From an optimization exercise on the open Yosys and OpenROAD flow, aimed at small area and a short achievable clock period; shortcuts taken in it are not production practice.
Where RTL was checked, it was by simulation tests only, not by an equivalence proof against the original.
Power figures rest on the tool's default switching activity, not on a simulated workload.

==> run a: inputs <==
Design SCPU, start of the top module:
module SCPU(
    clk, rst_n, in_valid, instruction, MEM_out,
    busy, out_valid,
    out0, out1, out2, out3, out4, out5, out6, out7,
    out8, out9, out10, out11, out12, out13, out14, out15,
    WEN, ADDR, MEM_in
);
export LEC_CHECK = 0
export ABC_AREA = 1
export CAP_MARGIN = 20
export CORE_MARGIN = 2
export CORE_UTILIZATION = 40
export CTS_CLUSTER_DIAMETER = 100
export CTS_CLUSTER_SIZE = 16
export PLACE_DENSITY = 0.8
export SETUP_SLACK_MARGIN = 4.1
export SLEW_MARGIN = 20
create_clock -name core_clock -period 6.8 [get_ports {clk}]
standard.sh (not shown) runs the stock make flow with config.mk's settings and CLKGATE_MAP_FILE= SYNTH_SCRIPT=/design/flow/synth_recipe.tcl, a recipe that flattens the netlist after the stock synthesis.
==> flow/flow/run.sh <==
#!/bin/bash
# The standard layout (standard.sh, standard synthesis included), except that
# the input and output ports are buffered with plain buffers (buf_1) instead of
# the delay cells buffer_ports picks by default. The make output goes to
# standard.log; ORFS keeps each tool's own log under orfs/logs/.
set -euo pipefail
export BUFFER_PORTS_ARGS="-buffer_cell sky130_fd_sc_hd__buf_1"
bash standard.sh > standard.log 2>&1
==> run b (differences from run a) <==
--- a/flow/design.v
+++ b/flow/design.v
@@ -876,105 +876,71 @@
 wire n_281 = n_58 ^ n_246;
 wire n_282 = n_59 ^ n_248;
 wire [31:0] prod4 = {n_282, n_281, n_280, n_279, n_278, n_277, n_276, n_275, n_274, n_273, n_272, n_271, n_270, n_269, n_268, n_267, n_266, n_265, n_264, n_263, n_262, n_261, n_260, n_259, n_258, n_257, n_256, n_255, n_254, n_253, n_252, n_28};
 wire [15:0] resd_n = ld4 ? MEM_out : (mul4 ? prod4[31:16] : alu4);
 wire [15:0] resl_n = mul4 ? prod4[15:0] : {15'd0, ~alu4[0]};
-reg v5, wrd5, wrl5;
-reg [3:0] d5a, d5b, l5a, l5b;
+reg v5;
+reg [15:0] wl5, wd5;
 reg [15:0] resd5, resl5;
 always @(posedge clk or negedge rst_n)
     if (!rst_n) begin
-        v5 <= 1'b0; wrd5 <= 1'b0; wrl5 <= 1'b0;
+        v5 <= 1'b0; wl5 <= 16'd0; wd5 <= 16'd0;
     end else begin
-        v5 <= v4; wrd5 <= wrd4 & ~(wrl4 & (d4 == l4)); wrl5 <= wrl4;
+        v5 <= v4;
+        wl5 <= {15'd0, wrl4} << l4;
+        wd5 <= ({15'd0, wrd4} << d4) & ~({15'd0, wrl4} << l4);
     end
 always @(posedge clk) begin
-    d5a <= 4'd1 << d4[1:0];
-    d5b <= 4'd1 << d4[3:2];
-    l5a <= 4'd1 << l4[1:0];
-    l5b <= 4'd1 << l4[3:2];
     resd5 <= resd_n;
     resl5 <= resl_n;
 end
 always @(posedge clk or negedge rst_n)
     if (!rst_n) out_valid <= 1'b0; else out_valid <= v5;
-wire wl_0 = wrl5 & l5a[0] & l5b[0];
-wire wd_0 = wrd5 & d5a[0] & d5b[0];
 always @(posedge clk or negedge rst_n)
     if (!rst_n) out0 <= 16'd0;
-    else out0 <= ({16{wl_0}} & resl5) | ({16{wd_0}} & resd5) | ({16{~(wl_0 | wd_0)}} & out0);
-wire wl_1 = wrl5 & l5a[1] & l5b[0];
-wire wd_1 = wrd5 & d5a[1] & d5b[0];
+    else out0 <= ({16{wl5[0]}} & resl5) | ({16{wd5[0]}} & resd5) | ({16{~(wl5[0] | wd5[0])}} & out0);
 always @(posedge clk or negedge rst_n)
     if (!rst_n) out1 <= 16'd0;
-    else out1 <= ({16{wl_1}} & resl5) | ({16{wd_1}} & resd5) | ({16{~(wl_1 | wd_1)}} & out1);
-wire wl_2 = wrl5 & l5a[2] & l5b[0];
-wire wd_2 = wrd5 & d5a[2] & d5b[0];
+    else out1 <= ({16{wl5[1]}} & resl5) | ({16{wd5[1]}} & resd5) | ({16{~(wl5[1] | wd5[1])}} & out1);
 always @(posedge clk or negedge rst_n)
     if (!rst_n) out2 <= 16'd0;
-    else out2 <= ({16{wl_2}} & resl5) | ({16{wd_2}} & resd5) | ({16{~(wl_2 | wd_2)}} & out2);
-wire wl_3 = wrl5 & l5a[3] & l5b[0];
-wire wd_3 = wrd5 & d5a[3] & d5b[0];
+    else out2 <= ({16{wl5[2]}} & resl5) | ({16{wd5[2]}} & resd5) | ({16{~(wl5[2] | wd5[2])}} & out2);
 always @(posedge clk or negedge rst_n)
     if (!rst_n) out3 <= 16'd0;
-    else out3 <= ({16{wl_3}} & resl5) | ({16{wd_3}} & resd5) | ({16{~(wl_3 | wd_3)}} & out3);
-wire wl_4 = wrl5 & l5a[0] & l5b[1];
-wire wd_4 = wrd5 & d5a[0] & d5b[1];
+    else out3 <= ({16{wl5[3]}} & resl5) | ({16{wd5[3]}} & resd5) | ({16{~(wl5[3] | wd5[3])}} & out3);
 always @(posedge clk or negedge rst_n)
     if (!rst_n) out4 <= 16'd0;
-    else out4 <= ({16{wl_4}} & resl5) | ({16{wd_4}} & resd5) | ({16{~(wl_4 | wd_4)}} & out4);
-wire wl_5 = wrl5 & l5a[1] & l5b[1];
-wire wd_5 = wrd5 & d5a[1] & d5b[1];
+    else out4 <= ({16{wl5[4]}} & resl5) | ({16{wd5[4]}} & resd5) | ({16{~(wl5[4] | wd5[4])}} & out4);
 always @(posedge clk or negedge rst_n)
     if (!rst_n) out5 <= 16'd0;
-    else out5 <= ({16{wl_5}} & resl5) | ({16{wd_5}} & resd5) | ({16{~(wl_5 | wd_5)}} & out5);
-wire wl_6 = wrl5 & l5a[2] & l5b[1];
-wire wd_6 = wrd5 & d5a[2] & d5b[1];
+    else out5 <= ({16{wl5[5]}} & resl5) | ({16{wd5[5]}} & resd5) | ({16{~(wl5[5] | wd5[5])}} & out5);
 always @(posedge clk or negedge rst_n)
     if (!rst_n) out6 <= 16'd0;
-    else out6 <= ({16{wl_6}} & resl5) | ({16{wd_6}} & resd5) | ({16{~(wl_6 | wd_6)}} & out6);
-wire wl_7 = wrl5 & l5a[3] & l5b[1];
-wire wd_7 = wrd5 & d5a[3] & d5b[1];
+    else out6 <= ({16{wl5[6]}} & resl5) | ({16{wd5[6]}} & resd5) | ({16{~(wl5[6] | wd5[6])}} & out6);
 always @(posedge clk or negedge rst_n)
     if (!rst_n) out7 <= 16'd0;
-    else out7 <= ({16{wl_7}} & resl5) | ({16{wd_7}} & resd5) | ({16{~(wl_7 | wd_7)}} & out7);
-wire wl_8 = wrl5 & l5a[0] & l5b[2];
-wire wd_8 = wrd5 & d5a[0] & d5b[2];
+    else out7 <= ({16{wl5[7]}} & resl5) | ({16{wd5[7]}} & resd5) | ({16{~(wl5[7] | wd5[7])}} & out7);
 always @(posedge clk or negedge rst_n)
     if (!rst_n) out8 <= 16'd0;
-    else out8 <= ({16{wl_8}} & resl5) | ({16{wd_8}} & resd5) | ({16{~(wl_8 | wd_8)}} & out8);
-wire wl_9 = wrl5 & l5a[1] & l5b[2];
-wire wd_9 = wrd5 & d5a[1] & d5b[2];
+    else out8 <= ({16{wl5[8]}} & resl5) | ({16{wd5[8]}} & resd5) | ({16{~(wl5[8] | wd5[8])}} & out8);
 always @(posedge clk or negedge rst_n)
     if (!rst_n) out9 <= 16'd0;
-    else out9 <= ({16{wl_9}} & resl5) | ({16{wd_9}} & resd5) | ({16{~(wl_9 | wd_9)}} & out9);
-wire wl_10 = wrl5 & l5a[2] & l5b[2];
-wire wd_10 = wrd5 & d5a[2] & d5b[2];
+    else out9 <= ({16{wl5[9]}} & resl5) | ({16{wd5[9]}} & resd5) | ({16{~(wl5[9] | wd5[9])}} & out9);
 always @(posedge clk or negedge rst_n)
     if (!rst_n) out10 <= 16'd0;
-    else out10 <= ({16{wl_10}} & resl5) | ({16{wd_10}} & resd5) | ({16{~(wl_10 | wd_10)}} & out10);
-wire wl_11 = wrl5 & l5a[3] & l5b[2];
-wire wd_11 = wrd5 & d5a[3] & d5b[2];
+    else out10 <= ({16{wl5[10]}} & resl5) | ({16{wd5[10]}} & resd5) | ({16{~(wl5[10] | wd5[10])}} & out10);
 always @(posedge clk or negedge rst_n)
     if (!rst_n) out11 <= 16'd0;
-    else out11 <= ({16{wl_11}} & resl5) | ({16{wd_11}} & resd5) | ({16{~(wl_11 | wd_11)}} & out11);
-wire wl_12 = wrl5 & l5a[0] & l5b[3];
-wire wd_12 = wrd5 & d5a[0] & d5b[3];
+    else out11 <= ({16{wl5[11]}} & resl5) | ({16{wd5[11]}} & resd5) | ({16{~(wl5[11] | wd5[11])}} & out11);
 always @(posedge clk or negedge rst_n)
     if (!rst_n) out12 <= 16'd0;
-    else out12 <= ({16{wl_12}} & resl5) | ({16{wd_12}} & resd5) | ({16{~(wl_12 | wd_12)}} & out12);
-wire wl_13 = wrl5 & l5a[1] & l5b[3];
-wire wd_13 = wrd5 & d5a[1] & d5b[3];
+    else out12 <= ({16{wl5[12]}} & resl5) | ({16{wd5[12]}} & resd5) | ({16{~(wl5[12] | wd5[12])}} & out12);
 always @(posedge clk or negedge rst_n)
     if (!rst_n) out13 <= 16'd0;
-    else out13 <= ({16{wl_13}} & resl5) | ({16{wd_13}} & resd5) | ({16{~(wl_13 | wd_13)}} & out13);
-wire wl_14 = wrl5 & l5a[2] & l5b[3];
-wire wd_14 = wrd5 & d5a[2] & d5b[3];
+    else out13 <= ({16{wl5[13]}} & resl5) | ({16{wd5[13]}} & resd5) | ({16{~(wl5[13] | wd5[13])}} & out13);
 always @(posedge clk or negedge rst_n)
     if (!rst_n) out14 <= 16'd0;
-    else out14 <= ({16{wl_14}} & resl5) | ({16{wd_14}} & resd5) | ({16{~(wl_14 | wd_14)}} & out14);
-wire wl_15 = wrl5 & l5a[3] & l5b[3];
-wire wd_15 = wrd5 & d5a[3] & d5b[3];
+    else out14 <= ({16{wl5[14]}} & resl5) | ({16{wd5[14]}} & resd5) | ({16{~(wl5[14] | wd5[14])}} & out14);
 always @(posedge clk or negedge rst_n)
     if (!rst_n) out15 <= 16'd0;
-    else out15 <= ({16{wl_15}} & resl5) | ({16{wd_15}} & resd5) | ({16{~(wl_15 | wd_15)}} & out15);
+    else out15 <= ({16{wl5[15]}} & resl5) | ({16{wd5[15]}} & resd5) | ({16{~(wl5[15] | wd5[15])}} & out15);
 endmodule
PLACE_DENSITY = not set   (was 0.8)
==> comparison <==
Run a ran to the end with no violations. Run b completed with no timing, DRC or antenna violations. Of run b and run a, run b has the higher global-route usage (gap 2.2 points). Against run b, the clock power of run a is lower by about 7%. Of run b and run a, run a has the higher via count (gap about 2.6%, measured against run a). Between run b and run a, the lower non-clock buffer count is in run a (gap 6). Of run a and run b, run b has the higher clock-buffer cell count (gap 5). In run a the wire length is smaller than in run b, by about 3.6%. Between run a and run b, the lower synthesized cell count is in run a (gap about 1%, measured against run b). Between run a and run b, the lower final cell count is in run a (gap about 1.4%, measured against run b). Critical path depth is the same in run a and run b. In run b the die area is larger than in run a, by 1.1%. Worst hold slack: run a is lower than run b (8.2 ps).
==> figures <==
Data-path buffer share of cell area in the final layout: run b 6.80%; run a 6.95%
Drt pass-1 iters: run b 6; run a 12
Final worst-path setup slack: run b 4060 ps; run a 3920 ps
Power dissipated by switching net loads: run b 7.33 mW; run a 7.48 mW
DP Wirelength: run b 107 mm; run a 98.5 mm
Drt first-iter violations: run b 4212; run a 5279
Post-place setup slack: run b 3450 ps; run a 3550 ps
Leak: run b 15.6 nW; run a 15.4 nW
Terminating pin of the worst hold path: run b op2[2]; run a ld4
Routed met3 length: run b 16.6 mm; run a 20.1 mm
Clock-pin transition on the worst setup and hold timing paths: run b 80 ps; run a 70 ps
Run status: run b no timing/DRC/antenna violations; run a no timing/DRC/antenna violations
Part of the power in combinational logic: run b 44.9%; run a 46.7%
Flip-flop and latch count after synthesis: run b 584; run a 570
Final Core Density: run b 46.8%; run a 46.6%
Total design power: run b 15.6 mW; run a 15.6 mW
Sequential power: run b 6.03 mW; run a 5.94 mW
Layout inverter count without the clock tree: run b 370; run a 348
Largest fanout on the critical path: run b 5; run a 7
Clkbuf count: run b 70; run a 65
Fraction of standard cell area that is sequential: run b 37.8%; run a 37.3%
Async set-reset flop share out of synthesis: run b 51.2%; run a 47.2%
CORE AREA: run b 0.0756 mm²; run a 0.0744 mm²
The RTL of run b was laid out without a check of its function.

==> what the ideal ports hide <==
The results above use ideal ports. As a check the final layouts listed here were re-extracted and re-timed, cells and wires unchanged. Step 1: set_driving_cell puts a clkbuf_16 on clk and a buf_2 on each other input, an assumption about the parent block. Step 2 moves the port delays by t, midway between the first and last clock arrival at a register: inputs arrive t later, outputs are due t later. That takes back most of the time a late clock gives input paths. Three values: ideal ports, drivers, drivers and shift; two values: the first two.
run | t, ns | setup WS [ns] | latest minus earliest clock arrival (ns) | slew at the worst register clock pin (ns) | cell pins on the clock port's net
run a | 0.664 | 3.921 / 3.921 / 3.831 | 0.055 / 0.054 | 0.08 / 0.08 | 1
run b | 0.684 | 4.063 / 4.002 / 4.049 | 0.051 / 0.052 | 0.09 / 0.09 | 1
After both steps every run listed still meets setup and hold. For run a, which loses most, drivers alone change the setup slack by 0.000 ns; drivers and shift together by -0.090 ns. The worst setup slack also covers recovery checks on asynchronous resets.
